This design comes from an exercise in tuning for small area and a short achievable clock period on the open sky130 flow, not from production work. RTL that was checked went through simulation tests only; none was proved equivalent to the original. No functional check of the RTL was part of run 2. Power is estimated from default activity; no workload was simulated.

## flow/design.v (module list and top-level ports; edited modules follow where they fit)
// module alu_decode: 53 lines
// module int_alu: 20 lines
// module mul_s1: 984 lines
// module mul_s2: 126 lines
// module mul_fa: 4 lines
// module mul_bsel: 3 lines
// module mul_ha: 4 lines
// module vi_exe: 215 lines
// module res_sel: 3 lines
// module add16bk: 47 lines
module vi_exe(
input		clk_i,
input		rsn_i,
input		kill_i,
input	[31:0]	instr_i,
input	[31:0]	pc_i,
input	[31:0]	data_a_i,
input	[31:0]	data_b_i,
input	[4:0]	write_addr_i,
input		int_write_enable_i,
output	[31:0]	exe_result_o,
output		exe_illegal_o,
output	[4:0]	mult_wr_en_o,
output	[24:0]	mult_addr_o,
output	[31:0]	mult5_data_o,
output	[31:0]	mult5_instr_o,
output	[31:0]	mult5_pc_o);
  // ...
==> flow/flow/run.sh <==
#!/bin/bash
set -euo pipefail
export SETUP_SLACK_MARGIN=6.9
export BUFFER_PORTS_ARGS="-buffer_cell sky130_fd_sc_hd__buf_2"
bash standard.sh > standard.log 2>&1
==> flow/standard.sh <==
#!/bin/bash
# synth_recipe.tcl (not shown) runs the flow's synth.tcl, then flattens the netlist and writes it again
# the make line also repeats each setting of config.mk as NAME=value (left out here)
make -C /OpenROAD-flow-scripts/flow DESIGN_CONFIG=/design/flow/config.mk WORK_HOME=/design/flow/orfs CLKGATE_MAP_FILE= SYNTH_SCRIPT=/design/flow/synth_recipe.tcl "${@:-finish}"
==> flow/config.mk <==
export PLATFORM = sky130hd
export DESIGN_NAME = vi_exe
export DESIGN_NICKNAME = vi_exe
export VERILOG_FILES = /design/flow/design.v
export SDC_FILE = /design/flow/constraint.sdc
export NUM_CORES = 4
export LEC_CHECK = 0
export CAP_MARGIN = 20
export CORE_MARGIN = 2
export CORE_UTILIZATION = 40
export CTS_CLUSTER_DIAMETER = 80
export CTS_CLUSTER_SIZE = 28
export SLEW_MARGIN = 20
export SYNTH_HIERARCHICAL = 1
==> flow/constraint.sdc <==
create_clock -name core_clock -period 10.0 [get_ports {clk_i}]
set_input_delay 2.0000 -clock core_clock [delete_from_list [all_inputs] [get_ports {clk_i}]]
set_output_delay 2.0000 -clock core_clock [all_outputs]
set_load 0.01 [all_outputs]
==> flow_summary.yaml, run 1 <==
clocking:
  post_cts_buffers: 10
critical_path:
  crit_path_end: "mult_wr_en_o[0]"
  rr_endpoint: "mult1_ra[30]$_DFF_P_"
  worstSetupStartpointType: "flop"
  max_stage_delay_ns: 0.35
  worst_ep_required_time_ns: 8.00
  cp_slowest_cell: "dfxtp_2"
finish:
  bufAreaShareNonClock: 0.07685
  n_antenna_cell: 9
  drive_gt1_frac: 0.2307
  final_common_cell: "dfxtp_1"
  fill_cells: 8157
  dominant_cells: "multi-input gates"
  final_cell_count_no_fill: 4291
global_route:
  grt_pass1_wl_um: 139600
  overflow: 0
  track_usage: 0.2015
  grt_antenna_before_repair: 25
synthesis:
  synth-compound-area-share: 0.1285
  synth.net_count: 3448
  netlist_area_um2: 35700
  synth_top_family_by_area: "adder cells"
power_and_ir_drop:
  leakage_nw: 17.87
status:
  outcome: "no timing/DRC/antenna violations"
placement:
  dpl_cell_area_um2: 36590
routing:
  drcViolationCount: 0
  drtPass1Iterations: 6
  vias: 22210
die:
  fp.dieH_um: 302.7
==> module vi_exe, before the edit <==
module vi_exe(
input		clk_i,
input		rsn_i,
input		kill_i,
input	[31:0]	instr_i,
input	[31:0]	pc_i,
input	[31:0]	data_a_i,
input	[31:0]	data_b_i,
input	[4:0]	write_addr_i,
input		int_write_enable_i,
output	[31:0]	exe_result_o,
output		exe_illegal_o,
output	[4:0]	mult_wr_en_o,
output	[24:0]	mult_addr_o,
output	[31:0]	mult5_data_o,
output	[31:0]	mult5_instr_o,
output	[31:0]	mult5_pc_o);
wire clr = !rsn_i || kill_i;
wire	[31:0]	d_x, d_y;
wire		d_sub, d_eq, d_sum, d_br, d_sll, d_sys, d_mul, d_illegal;
alu_decode alu_decode(
	.instr_i	(instr_i),
	.pc_i		(pc_i),
	.data_a_i	(data_a_i),
	.data_b_i	(data_b_i),
	.x_o		(d_x),
	.y_o		(d_y),
	.sub_o		(d_sub),
	.eq_o		(d_eq),
	.sum_o		(d_sum),
	.br_o		(d_br),
	.sll_o		(d_sll),
	.sys_o		(d_sys),
	.mul_o		(d_mul),
	.illegal_o	(d_illegal)
);
wire		mul_f3 = instr_i[14:12] == 3'b000;
wire	[32:0]	b_ext = {data_b_i, 1'b0};
wire	[15:0]	d_booth_one, d_booth_two, d_booth_neg;
genvar gj;
generate
	for (gj = 0; gj < 16; gj = gj + 1) begin : booth_enc
		assign d_booth_one[gj] = mul_f3 & (b_ext[2*gj+1] ^ b_ext[2*gj]);
		assign d_booth_two[gj] = mul_f3 & ((b_ext[2*gj+2] & ~b_ext[2*gj+1] & ~b_ext[2*gj]) |
		                                   (~b_ext[2*gj+2] & b_ext[2*gj+1] & b_ext[2*gj]));
		assign d_booth_neg[gj] = mul_f3 & b_ext[2*gj+2] & ~(b_ext[2*gj+1] & b_ext[2*gj]);
	end
endgenerate
reg	[31:0]	exe_instruction;
reg	[31:0]	exe_pc;
reg	[31:0]	exe_x;
reg	[31:0]	exe_y;
reg	[4:0]	exe_write_addr;
reg		exe_valid;
reg		exe_sub, exe_eq;
reg		exe_sum, exe_br, exe_sll, exe_sys, exe_mul_we, exe_ill;
reg	[15:0]	exe_booth_one, exe_booth_two, exe_booth_neg;
always @(posedge clk_i)
begin
	exe_instruction <= instr_i;
	exe_pc <= pc_i;
	exe_x <= d_x;
	exe_y <= d_y;
	exe_write_addr <= write_addr_i;
	exe_booth_one <= d_booth_one;
	exe_booth_two <= d_booth_two;
	exe_booth_neg <= d_booth_neg;
	exe_valid <= !clr;
	exe_sub <= d_sub;
	exe_eq <= d_eq;
	exe_sum <= !clr && d_sum;
	exe_br <= !clr && d_br;
	exe_sll <= !clr && d_sll;
	exe_sys <= !clr && d_sys;
	exe_mul_we <= !clr && d_mul && int_write_enable_i;	 
	exe_ill <= clr || d_illegal;
end
wire	[31:0]	alu_sum, alu_other;
wire		alu_sel_sum;
int_alu int_alu(
	.x_i		(exe_x),
	.y_i		(exe_y),
	.sub_i		(exe_sub),
	.eq_i		(exe_eq),
	.sum_i		(exe_sum),
	.br_i		(exe_br),
	.sll_i		(exe_sll),
	.sys_i		(exe_sys),
	.sum_o		(alu_sum),
	.sel_sum_o	(alu_sel_sum),
	.other_o	(alu_other)
);
wire	[31:0]	mul_ra;
wire	[87-1:0]	mul_rb;
mul_s1 mul_s1(
	.a		(exe_x),
	.b		(exe_y),
	.bone		(exe_booth_one),
	.btwo		(exe_booth_two),
	.bneg		(exe_booth_neg),
	.ra_n		(mul_ra),
	.rb_n		(mul_rb)
);
wire	[31:0]	exe_result_d;
wire		en = !clr;
genvar gi;
generate
	for (gi = 0; gi < 32; gi = gi + 1) begin : res_mux
		res_sel res_sel(.sum(alu_sum[gi]), .sel(alu_sel_sum), .other(alu_other[gi]),
		                .en(en), .y(exe_result_d[gi]));
	end
endgenerate
reg	[31:0]	exe_result;
reg		exe_illegal;
always @(posedge clk_i)
begin
	exe_result <= exe_result_d;
	exe_illegal <= clr ? 1'b0 : exe_ill;
end
assign exe_result_o = exe_result;
assign exe_illegal_o = exe_illegal;
reg	[31:0]	mult1_instruction;
reg	[31:0]	mult1_pc;
reg	[4:0]	mult1_write_addr;
reg		mult1_int_write_enable;
reg		mult1_valid;
reg	[31:0]	mult1_ra;
reg	[87-1:0]	mult1_rb;
always @(posedge clk_i)
begin
	mult1_instruction <= exe_instruction;
	mult1_pc <= exe_pc;
	mult1_write_addr <= exe_write_addr;
	mult1_int_write_enable <= !clr && exe_mul_we;
	mult1_valid <= !clr && exe_valid;
	mult1_ra <= mul_ra;
	mult1_rb <= mul_rb;
end
wire	[31:0]	mul_x, mul_y;
mul_s2 mul_s2(
	.ra_n		(mult1_ra),
	.rb_n		(mult1_rb),
	.x		(mul_x),
	.y		(mul_y)
);
wire	[16:0]	mult1_lo = mul_x[15:0] + mul_y[15:0];
reg	[13:0]	mult2_pk, mult3_pk, mult4_pk;
reg	[17:0]	mult2_instr_mid, mult3_instr_mid, mult4_instr_mid;
reg	[1:0]	mult2_data_lo;
reg	[15:0]	mult2_x_hi, mult2_y_hi;
reg		mult2_carry;
reg	[17:0]	mult3_data_hi, mult4_data_hi;
reg	[31:0]	mult2_pc, mult3_pc, mult4_pc;
reg	[4:0]	mult2_write_addr, mult3_write_addr, mult4_write_addr;
reg		mult2_int_write_enable, mult3_int_write_enable, mult4_int_write_enable;
reg		mult2_valid, mult3_valid, mult4_valid;
wire	[15:0]	mult2_hi;
add16bk add16bk(
	.x	(mult2_x_hi),
	.y	(mult2_y_hi),
	.ci	(mult2_carry),
	.s	(mult2_hi)
);
always @(posedge clk_i)
begin
	mult2_pk <= mult1_int_write_enable ? mult1_lo[13:0] :
	            {mult1_instruction[31:25], mult1_instruction[6:0]};
	mult2_instr_mid <= mult1_instruction[24:7];
	mult2_data_lo <= mult1_lo[15:14];
	mult2_x_hi <= mul_x[31:16];
	mult2_y_hi <= mul_y[31:16];
	mult2_carry <= mult1_lo[16];
	mult2_pc <= mult1_pc;
	mult2_write_addr <= mult1_write_addr;
	mult2_int_write_enable <= !clr && mult1_int_write_enable;
	mult2_valid <= !clr && mult1_valid;
	mult3_pk <= mult2_pk;
	mult3_instr_mid <= mult2_instr_mid;
	mult3_data_hi <= {mult2_hi, mult2_data_lo};
	mult3_pc <= mult2_pc;
	mult3_write_addr <= mult2_write_addr;
	mult3_int_write_enable <= !clr && mult2_int_write_enable;
	mult3_valid <= !clr && mult2_valid;
	mult4_pk <= mult3_pk;
	mult4_instr_mid <= mult3_instr_mid;
	mult4_data_hi <= mult3_data_hi;
	mult4_pc <= mult3_pc;
	mult4_write_addr <= mult3_write_addr;
	mult4_int_write_enable <= !clr && mult3_int_write_enable;
	mult4_valid <= !clr && mult3_valid;
end
wire		m5_load = !clr && mult4_valid;
reg	[31:0]	mult5_instruction;
reg	[31:0]	mult5_pc;
reg	[4:0]	mult5_write_addr;
reg		mult5_int_write_enable;
reg	[31:0]	mult5_int_write_data;
always @(posedge clk_i)
begin
	mult5_instruction <= !m5_load ? 32'b0 :
		{mult4_int_write_enable ? 7'b0000001 : mult4_pk[13:7], mult4_instr_mid,
		 mult4_int_write_enable ? 7'b0110011 : mult4_pk[6:0]};
	mult5_pc <= m5_load ? mult4_pc : 32'b0;
	mult5_write_addr <= mult4_write_addr;
	mult5_int_write_enable <= !clr && mult4_int_write_enable;
	mult5_int_write_data <= {mult4_data_hi, mult4_pk};
end
assign mult_wr_en_o = {mult5_int_write_enable, mult4_int_write_enable, mult3_int_write_enable,
                       mult2_int_write_enable, mult1_int_write_enable};
assign mult_addr_o = {mult5_write_addr, mult4_write_addr, mult3_write_addr,
                      mult2_write_addr, mult1_write_addr};
assign mult5_data_o = mult5_int_write_data;
assign mult5_instr_o = mult5_instruction;
assign mult5_pc_o = mult5_pc;
endmodule
==> inputs of run 2 (changes only) <==
--- a/flow/design.v
+++ b/flow/design.v
@@ -908,55 +908,55 @@
 mul_fa u_s217 (.a(s1), .b(s81), .c(s83), .s(s217), .co(c218));
 wire s219, c220;
 mul_fa u_s219 (.a(s85), .b(s87), .c(c74), .s(s219), .co(c220));
 wire s221, c222;
 mul_fa u_s221 (.a(c76), .b(c78), .c(c80), .s(s221), .co(c222));
 wire s223, c224;
 mul_fa u_s223 (.a(c2), .b(s89), .c(s91), .s(s223), .co(c224));
 wire s225, c226;
-mul_fa u_s225 (.a(s93), .b(s95), .c(c82), .s(s225), .co(c226));
+mul_fa u_s225 (.a(s93), .b(c82), .c(c84), .s(s225), .co(c226));
 wire s227, c228;
-mul_fa u_s227 (.a(c84), .b(c86), .c(c88), .s(s227), .co(c228));
+mul_fa u_s227 (.a(c86), .b(c88), .c(s95), .s(s227), .co(c228));
 wire s229, c230;
 mul_fa u_s229 (.a(c4), .b(s97), .c(s99), .s(s229), .co(c230));
 wire s231, c232;
-mul_fa u_s231 (.a(s101), .b(s103), .c(c90), .s(s231), .co(c232));
+mul_fa u_s231 (.a(s101), .b(c90), .c(c92), .s(s231), .co(c232));
 wire s233, c234;
-mul_fa u_s233 (.a(c92), .b(c94), .c(c96), .s(s233), .co(c234));
+mul_fa u_s233 (.a(c94), .b(s103), .c(c96), .s(s233), .co(c234));
 wire s235, c236;
 mul_fa u_s235 (.a(c8), .b(s105), .c(s107), .s(s235), .co(c236));
 wire s237, c238;
-mul_fa u_s237 (.a(s109), .b(s111), .c(c98), .s(s237), .co(c238));
+mul_fa u_s237 (.a(s109), .b(c98), .c(c100), .s(s237), .co(c238));
 wire s239, c240;
-mul_fa u_s239 (.a(c100), .b(c102), .c(c104), .s(s239), .co(c240));
+mul_fa u_s239 (.a(c102), .b(s111), .c(c104), .s(s239), .co(c240));
 wire s241, c242;
 mul_fa u_s241 (.a(c12), .b(s113), .c(s115), .s(s241), .co(c242));
 wire s243, c244;
-mul_fa u_s243 (.a(s117), .b(s119), .c(c106), .s(s243), .co(c244));
+mul_fa u_s243 (.a(c106), .b(c108), .c(c110), .s(s243), .co(c244));
 wire s245, c246;
-mul_fa u_s245 (.a(c108), .b(c110), .c(c112), .s(s245), .co(c246));
+mul_fa u_s245 (.a(s117), .b(s119), .c(c112), .s(s245), .co(c246));
 wire s247, c248;
 mul_fa u_s247 (.a(c18), .b(s121), .c(s123), .s(s247), .co(c248));
 wire s249, c250;
-mul_fa u_s249 (.a(s125), .b(s127), .c(c114), .s(s249), .co(c250));
+mul_fa u_s249 (.a(c114), .b(c116), .c(s125), .s(s249), .co(c250));
 wire s251, c252;
-mul_fa u_s251 (.a(c116), .b(c118), .c(c120), .s(s251), .co(c252));
+mul_fa u_s251 (.a(s127), .b(c118), .c(c120), .s(s251), .co(c252));
 wire s253, c254;
 mul_fa u_s253 (.a(c24), .b(s129), .c(s131), .s(s253), .co(c254));
 wire s255, c256;
-mul_fa u_s255 (.a(s133), .b(s135), .c(c122), .s(s255), .co(c256));
+mul_fa u_s255 (.a(c122), .b(c124), .c(s133), .s(s255), .co(c256));
 wire s257, c258;
-mul_fa u_s257 (.a(c124), .b(c126), .c(c128), .s(s257), .co(c258));
+mul_fa u_s257 (.a(s135), .b(c126), .c(c128), .s(s257), .co(c258));
 wire s259, c260;
-mul_fa u_s259 (.a(c32), .b(s137), .c(s139), .s(s259), .co(c260));
+mul_fa u_s259 (.a(c32), .b(s137), .c(c130), .s(s259), .co(c260));
 wire s261, c262;
-mul_fa u_s261 (.a(s141), .b(s143), .c(c130), .s(s261), .co(c262));
+mul_fa u_s261 (.a(c132), .b(s139), .c(s141), .s(s261), .co(c262));
 wire s263, c264;
-mul_fa u_s263 (.a(c132), .b(c134), .c(c136), .s(s263), .co(c264));
+mul_fa u_s263 (.a(s143), .b(c134), .c(c136), .s(s263), .co(c264));
 wire s265, c266;
 mul_ha u_s265 (.a(p0_6), .b(p1_4), .s(s265), .co(c266));
 wire s267, c268;
 mul_ha u_s267 (.a(p0_7), .b(p1_5), .s(s267), .co(c268));
 wire s269, c270;
 mul_fa u_s269 (.a(p0_8), .b(p1_6), .c(p2_4), .s(s269), .co(c270));
 wire s271, c272;
 mul_ha u_s271 (.a(p3_2), .b(p4_0), .s(s271), .co(c272));
@@ -984,79 +984,79 @@
 mul_fa u_s293 (.a(bneg7), .b(s157), .c(s159), .s(s293), .co(c294));
 wire s295, c296;
 mul_fa u_s295 (.a(s161), .b(c154), .c(c156), .s(s295), .co(c296));
 wire s297, c298;
 mul_fa u_s297 (.a(s163), .b(s165), .c(s167), .s(s297), .co(c298));
 wire s299, c300;
 mul_fa u_s299 (.a(c158), .b(c160), .c(c162), .s(s299), .co(c300));
 wire s301, c302;
-mul_fa u_s301 (.a(s169), .b(s171), .c(s173), .s(s301), .co(c302));
+mul_fa u_s301 (.a(s169), .b(s171), .c(c164), .s(s301), .co(c302));
 wire s303, c304;
-mul_fa u_s303 (.a(c164), .b(c166), .c(c168), .s(s303), .co(c304));
+mul_fa u_s303 (.a(c166), .b(c168), .c(s173), .s(s303), .co(c304));
 wire s305, c306;
-mul_fa u_s305 (.a(s175), .b(s177), .c(s179), .s(s305), .co(c306));
+mul_fa u_s305 (.a(s175), .b(s177), .c(c170), .s(s305), .co(c306));
 wire s307, c308;
-mul_fa u_s307 (.a(c170), .b(c172), .c(c174), .s(s307), .co(c308));
+mul_fa u_s307 (.a(c172), .b(s179), .c(c174), .s(s307), .co(c308));
 wire s309, c310;
-mul_fa u_s309 (.a(s181), .b(s183), .c(s185), .s(s309), .co(c310));
+mul_fa u_s309 (.a(s181), .b(s183), .c(c176), .s(s309), .co(c310));
 wire s311, c312;
-mul_fa u_s311 (.a(c176), .b(c178), .c(c180), .s(s311), .co(c312));
+mul_fa u_s311 (.a(c178), .b(s185), .c(c180), .s(s311), .co(c312));
 wire s313, c314;
-mul_fa u_s313 (.a(s187), .b(s189), .c(s191), .s(s313), .co(c314));
+mul_fa u_s313 (.a(s187), .b(c182), .c(c184), .s(s313), .co(c314));
 wire s315, c316;
-mul_fa u_s315 (.a(c182), .b(c184), .c(c186), .s(s315), .co(c316));
+mul_fa u_s315 (.a(s189), .b(s191), .c(c186), .s(s315), .co(c316));
 wire s317, c318;
-mul_fa u_s317 (.a(s193), .b(s195), .c(s197), .s(s317), .co(c318));
+mul_fa u_s317 (.a(s193), .b(c188), .c(s195), .s(s317), .co(c318));
 wire s319, c320;
-mul_fa u_s319 (.a(c188), .b(c190), .c(c192), .s(s319), .co(c320));
+mul_fa u_s319 (.a(s197), .b(c190), .c(c192), .s(s319), .co(c320));
 wire s321, c322;
-mul_fa u_s321 (.a(s199), .b(s201), .c(s203), .s(s321), .co(c322));
+mul_fa u_s321 (.a(s199), .b(c194), .c(s201), .s(s321), .co(c322));
 wire s323, c324;
-mul_fa u_s323 (.a(c194), .b(c196), .c(c198), .s(s323), .co(c324));
+mul_fa u_s323 (.a(s203), .b(c196), .c(c198), .s(s323), .co(c324));
 wire s325, c326;
-mul_fa u_s325 (.a(s205), .b(s207), .c(s209), .s(s325), .co(c326));
+mul_fa u_s325 (.a(c200), .b(s205), .c(s207), .s(s325), .co(c326));
 wire s327, c328;
-mul_fa u_s327 (.a(c200), .b(c202), .c(c204), .s(s327), .co(c328));
+mul_fa u_s327 (.a(s209), .b(c202), .c(c204), .s(s327), .co(c328));
 wire s329, c330;
 mul_fa u_s329 (.a(s211), .b(s213), .c(s215), .s(s329), .co(c330));
 wire s331, c332;
 mul_fa u_s331 (.a(c206), .b(c208), .c(c210), .s(s331), .co(c332));
 wire s333, c334;
 mul_fa u_s333 (.a(s217), .b(s219), .c(s221), .s(s333), .co(c334));
 wire s335, c336;
 mul_fa u_s335 (.a(c212), .b(c214), .c(c216), .s(s335), .co(c336));
 wire s337, c338;
-mul_fa u_s337 (.a(s223), .b(s225), .c(s227), .s(s337), .co(c338));
+mul_fa u_s337 (.a(s223), .b(s225), .c(c218), .s(s337), .co(c338));
 wire s339, c340;
-mul_fa u_s339 (.a(c218), .b(c220), .c(c222), .s(s339), .co(c340));
+mul_fa u_s339 (.a(c220), .b(c222), .c(s227), .s(s339), .co(c340));
 wire s341, c342;
-mul_fa u_s341 (.a(s229), .b(s231), .c(s233), .s(s341), .co(c342));
+mul_fa u_s341 (.a(s229), .b(s231), .c(c224), .s(s341), .co(c342));
 wire s343, c344;
-mul_fa u_s343 (.a(c224), .b(c226), .c(c228), .s(s343), .co(c344));
+mul_fa u_s343 (.a(c226), .b(s233), .c(c228), .s(s343), .co(c344));
 wire s345, c346;
-mul_fa u_s345 (.a(s235), .b(s237), .c(s239), .s(s345), .co(c346));
+mul_fa u_s345 (.a(s235), .b(s237), .c(c230), .s(s345), .co(c346));
 wire s347, c348;
-mul_fa u_s347 (.a(c230), .b(c232), .c(c234), .s(s347), .co(c348));
+mul_fa u_s347 (.a(c232), .b(s239), .c(c234), .s(s347), .co(c348));
 wire s349, c350;
-mul_fa u_s349 (.a(s241), .b(s243), .c(s245), .s(s349), .co(c350));
+mul_fa u_s349 (.a(s241), .b(s243), .c(c236), .s(s349), .co(c350));
 wire s351, c352;
-mul_fa u_s351 (.a(c236), .b(c238), .c(c240), .s(s351), .co(c352));
+mul_fa u_s351 (.a(c238), .b(s245), .c(c240), .s(s351), .co(c352));
 wire s353, c354;
-mul_fa u_s353 (.a(s247), .b(s249), .c(s251), .s(s353), .co(c354));
+mul_fa u_s353 (.a(s247), .b(c242), .c(c244), .s(s353), .co(c354));
 wire s355, c356;
-mul_fa u_s355 (.a(c242), .b(c244), .c(c246), .s(s355), .co(c356));
+mul_fa u_s355 (.a(s249), .b(s251), .c(c246), .s(s355), .co(c356));
 wire s357, c358;
-mul_fa u_s357 (.a(s253), .b(s255), .c(s257), .s(s357), .co(c358));
+mul_fa u_s357 (.a(s253), .b(c248), .c(s255), .s(s357), .co(c358));
 wire s359, c360;
-mul_fa u_s359 (.a(c248), .b(c250), .c(c252), .s(s359), .co(c360));
+mul_fa u_s359 (.a(s257), .b(c250), .c(c252), .s(s359), .co(c360));
 wire s361, c362;
-mul_fa u_s361 (.a(s259), .b(s261), .c(s263), .s(s361), .co(c362));
+mul_fa u_s361 (.a(s259), .b(c254), .c(s261), .s(s361), .co(c362));
 wire s363, c364;
-mul_fa u_s363 (.a(c254), .b(c256), .c(c258), .s(s363), .co(c364));
+mul_fa u_s363 (.a(s263), .b(c256), .c(c258), .s(s363), .co(c364));
 assign ra_n = {s361, s357, s353, s349, s345, s341, s337, s333, s329, s325, s321, s317, s313, s309, s305, s301, s297, s293, s289, s285, s281, s277, s273, bneg4, p2_3, p2_2, p0_5, p0_4, p0_3, p0_2, p0_1, p0_0};
 assign rb_n = {c360, c358, s363, c356, c354, s359, c352, c350, s355, c348, c346, s351, c344, c342, s347, c340, c338, s343, c336, c334, s339, c332, c330, s335, c328, c326, s331, c324, c322, s327, c320, c318, s323, c316, c314, s319, c312, c310, s315, c308, c306, s311, c304, c302, s307, c300, c298, s303, c296, c294, s299, c292, c290, s295, c288, c286, s291, c284, c282, s287, c280, c278, s283, c276, c274, s279, c272, c270, s275, c268, s271, s269, c266, s267, p3_1, s265, bneg3, p3_0, p2_1, p1_3, bneg2, p2_0, p1_2, p1_1, bneg1, p1_0, bneg0};
 endmodule
 module mul_s2(
 input [31:0] ra_n,
 input [86:0] rb_n,
 output [31:0] x,
 output [31:0] y);
@@ -1313,24 +1313,26 @@
 end
 assign exe_result_o = exe_result;
 assign exe_illegal_o = exe_illegal;
 reg	[31:0]	mult1_instruction;
 reg	[31:0]	mult1_pc;
 reg	[4:0]	mult1_write_addr;
 reg		mult1_int_write_enable;
 reg		mult1_valid;
+reg		mult1_pk_sel;	 
 reg	[31:0]	mult1_ra;
 reg	[87-1:0]	mult1_rb;
 always @(posedge clk_i)
 begin
 	mult1_instruction <= exe_instruction;
 	mult1_pc <= exe_pc;
 	mult1_write_addr <= exe_write_addr;
 	mult1_int_write_enable <= !clr && exe_mul_we;
+	mult1_pk_sel <= exe_mul_we;
 	mult1_valid <= !clr && exe_valid;
 	mult1_ra <= mul_ra;
 	mult1_rb <= mul_rb;
 end
 wire	[31:0]	mul_x, mul_y;
 mul_s2 mul_s2(
 	.ra_n		(mult1_ra),
 	.rb_n		(mult1_rb),
@@ -1352,17 +1354,17 @@
 add16bk add16bk(
 	.x	(mult2_x_hi),
 	.y	(mult2_y_hi),
 	.ci	(mult2_carry),
 	.s	(mult2_hi)
 );
 always @(posedge clk_i)
 begin
-	mult2_pk <= mult1_int_write_enable ? mult1_lo[13:0] :
+	mult2_pk <= mult1_pk_sel ? mult1_lo[13:0] :
 	            {mult1_instruction[31:25], mult1_instruction[6:0]};
 	mult2_instr_mid <= mult1_instruction[24:7];
 	mult2_data_lo <= mult1_lo[15:14];
 	mult2_x_hi <= mul_x[31:16];
 	mult2_y_hi <= mul_y[31:16];
 	mult2_carry <= mult1_lo[16];
 	mult2_pc <= mult1_pc;
 	mult2_write_addr <= mult1_write_addr;
==> flow/flow/run.sh (replaced) <==
#!/bin/bash
set -euo pipefail
export SETUP_SLACK_MARGIN=6.8
export BUFFER_PORTS_ARGS="-buffer_cell sky130_fd_sc_hd__buf_2"
bash standard.sh > standard.log 2>&1
==> flow_summary.yaml, run 2 <==
synthesis:
  ys_seq_elements: 800
  synth-edff-count: 0
  synthTopCellsByCount: "dfxtp_1 (800), xor2_1 (325), a22o_1 (293), fa_1 (221), buf_4 (210)"
  ys_types: 87
  synth.most_common_cell: "dfxtp_1"
  yosysWarnings: 7
  synth_ff_type: "dfxtp_1"
  netlist_area_um2: 35790
  netlist_instances: 2983
  async_flop_share: 0
  synthTopCellsByArea: "dfxtp_1 (45%), fa_1 (12%), xor2_1 (8.0%)"
  synth.net_count: 3446
  syn_area_per_cell_um2: 12.00
  ys_seq_area_frac: 0.4474
  synth_top_area_cell: "dfxtp_1"
  yosys.area.top_type_share: 0.4474
critical_path:
  worstSetupPathType: "flop to flop"
  ff2ff_setup_slack_ns: 6.81
  rr_worst_depth: 7
  worst_ep_required_time_ns: 10.49
  worstSetupStartpointType: "flop"
  rr_endpoint: "mult1_rb[69]$_DFF_P_"
  cp_max_fo: 17
  critical_path_arrival_ns: 3.67
  crit_path_end: "mult1_rb[69]$_DFF_P_"
  reg2reg_from: "exe_booth_neg[0]$_DFF_P_"
  critPathCaptureType: "flop"
  crit_start: "exe_booth_neg[0]$_DFF_P_"
sta:
  fmax_mhz: 313.9
  fin_ws_ns: 6.814
  setup-tns-final_ns: 0
  relSlewSlack: 0.4588
  fin_crit_ns: 3.186
  setup_viol: 0
  period_share: 0.3186
  fin_worst_skew_ns: 0.07542
  grt_setup_unrepaired: "yes"
  slew_violations: 0
  hold_ws_ns: 0.2981
  tightest_slew_ns: 0.8088
  finalHoldViolCount: 0
global_route:
  overflow: 0
  grt_pass1_vias: 22020
  grt_max_degree: 101
  grt_antenna_before_repair: 27
  grt_pass1_wl_um: 137000
  track_usage: 0.1986
finish:
  final_common_cell: "dfxtp_1"
  fill_cells: 8280
  layout_common_cells: "dfxtp_1 (757), xor2_1 (319), buf_2 (295)"
  final_cell_count_no_fill: 4266
  regMostFlops: "mult1_rb"
  drive_gt1_frac: 0.1939
  area_delta_synth_final_pct: 8.620
  largest_register_ff_count: 87
  nNetsFinal: 3532
clocking:
  cts_root_buffer: "clkbuf_16"
  cts_tree: "built"
  ctsHoldBuffers: 0
  cts_buffers: 45
  htree_levels: 2
  clk-insertion-delay-late_ns: 0.66
  cts-root-to-sink-buffers: 3
  clock_sinks: 800
  clkTransAtPathRegs_ns: 0.11
routing:
  routed_via_density: 5.201
  routedWlPerCell_um: 21.79
  vias: 22190
  drt_wl_total_um: 92940
  drcViolationCount: 0
  drtPass1Iterations: 6
  final_antenna_net_count: 0
  drtIter0Drc: 1844
power_and_ir_drop:
  leakage_nw: 17.73
  total_power_mw: 6.918
  power_frac_seq: 0.528
  p_clk_frac: 0.305
  cell_internal_pwr_mw: 4.900
  swShare: 0.2917
  p_switching_mw: 2.018
  vdd_drop_max_mv: 0.1289
  powerDensity_nw_per_um2: 177.9
  p_comb_frac: 0.167
die:
  ios: 296
  dieArea_um2: 91890
  start_util: 0.4044
  fp.dieH_um: 303.1
  row_count: 109
  core-area_um2: 88510
  fp.dieW_um: 303.1
placement:
  dp_cells: 4170
  dpl_worst_slack_ns: 5.868
  hpwl_um: 68920
  io_buffers: 295
  gp_congestion: 0.9529
min_path:
  min_path_type: "flop to flop"
job:
  maxCapViolations: 0
status:
  outcome: "no timing/DRC/antenna violations"
run 2: changes by cell type after synthesis, moves of 3 or more:
| cell | delta |
|---|---|
| a21o_1 | +6 |
| nor2_1 | -6 |
| a21oi_1 | -5 |
| nand2_1 | -4 |
| a31oi_1 | +3 |
| buf_6 | +3 |
| nor3_1 | -3 |
| o21ai_0 | -3 |
run 2: what timing repair did:
item | 4_1_cts | 5_1_grt
buffers inserted | 1 | 9
pin swaps | 0 | 12
endpoints found under the hold margin | 0 | 0
setup endpoints to repair | 38 | 32
cloned | 1 | 6
gates resized for setup | 48 | 58
run 2: stage by stage:
stage | instance area (µm²) | util
final | 38880 | 0.4393
after global routing | 38870 | 0.4392
after CTS | 38380 | 0.4336
after detailed placement | 36680 | 0.4144
after global placement | 36680 | 0.4144
after floorplan | 35790 | -
run 2: final cells by class:
type	count	area [µm²]	share of cell area
Inverter	31	116.4	0.002993
Clock inverter	23	420.4	0.01081
Timing Repair Buffer	352	2246	0.05777
Sequential cell	800	16110	0.4143
Clock buffer	45	1126	0.02896
Tap cell	1165	1458	0.03749
Multi-Input combinational cell	1839	17380	0.4469
Antenna cell	11	27.53	0.0007080
run 2: power groups by stage:
stage                     Combinational (mW)  Sequential, mW  Clock [mW]
after floorplan                        0.930            3.69           0
after global placement                  1.12            3.73           0
after detailed placement                1.12            3.74           0
after CTS                               1.13            3.66        2.18
after global routing                    1.28            3.69        2.30
final                                   1.15            3.65        2.11
run 2: metal layers:
metal  part of all wire  global-route usage  vias up
met4              0.034             0.06838       26
li1                   -                   -    10260
met3              0.081             0.04576      178
met5             0.0016                   0        -
met1               0.43              0.2646    10930
met2               0.45              0.3172      796
run 2: per-module statistics from Yosys, one instance, submodules excluded:
| module | cell area (µm²) | flops+latches |
|---|---|---|
| mul_ha | 12.51 | 0 |
| vi_exe | 18370 | 800 |
| mul_s2 | 484.2 | 0 |
| mul_s1 | 3905 | 0 |
| mul_fa | 20.02 | 0 |
| mul_bsel | 8.758 | 0 |
| add16bk | 588.1 | 0 |
| int_alu | 3481 | 0 |
| alu_decode | 1642 | 0 |
| res_sel | 11.26 | 0 |
run 2: worst min path at each step:
stage / startpoint / to / slack (ns) / cells after the start
detailed placement: exe_instruction[0]$_DFF_P_ / mult1_instruction[0]$_DFF_P_ / 0.31 / 0
CTS: mult3_pc[25]$_DFF_P_ / mult4_pc[25]$_DFF_P_ / 0.31 / 0
global placement: mult2_instr_mid[10]$_DFF_P_ / mult3_instr_mid[10]$_DFF_P_ / 0.31 / 0
global route: mult3_data_hi[1]$_DFF_P_ / mult4_data_hi[1]$_DFF_P_ / 0.31 / 0
finish: mult3_pc[25]$_DFF_P_ / mult4_pc[25]$_DFF_P_ / 0.30 / 0
floorplan: exe_instruction[0]$_DFF_P_ / mult1_instruction[0]$_DFF_P_ / 0.31 / 0
run 2: critical path, cell delays in order (launching register included):
cell	delay (ns)
dfxtp_4	0.39
buf_12	0.16
xor2_1	0.16
a22o_1	0.24
fa_1	0.60
fa_1	0.48
fa_1	0.55
fa_1	0.41
run 2: logic make-up (layout without fill, tap and decap cells):
logic type / Yosys count / in the layout / synth area share
flops: 800 / 800 / 0.4474
compound gates: 595 / 595 / 0.1279
simple gates: 431 / 431 / 0.06327
xor+xnor: 387 / 387 / 0.09490
buf+inv: 344 / 451 / 0.06935
fa+ha+maj: 326 / 326 / 0.1603
mux: 99 / 99 / 0.03677
other cells: 1 / 12 / 0.0001048

[separate check: timing with driven ports]
In the flow no input, the clock included, has a driving cell. The finished layouts below were timed again as built, in two steps.
Step 1 sets driving cells, clkbuf_16 on the clock port and buf_2 on the other inputs (assumed; they add their load-dependent delay and slew).
Step 2, shift: input delay + t, output delay - t, t = (earliest + latest rising clock arrival at the registers) / 2. This alone moves slack from input paths to output paths.
Slacks: ideal / step 1 / step 2; pairs: ideal / step 1.
run	t, ns	setup slack, ns	worst slew at a driven data input, ns
run 1	0.679	6.786 / 6.722 / 6.448	0.12
run 2	0.685	6.814 / 6.782 / 6.404	0.13
After both steps every run listed still meets setup and hold. The setup slack of run 2, which loses most, moves by -0.032 ns with the drivers and by -0.410 ns with both steps.
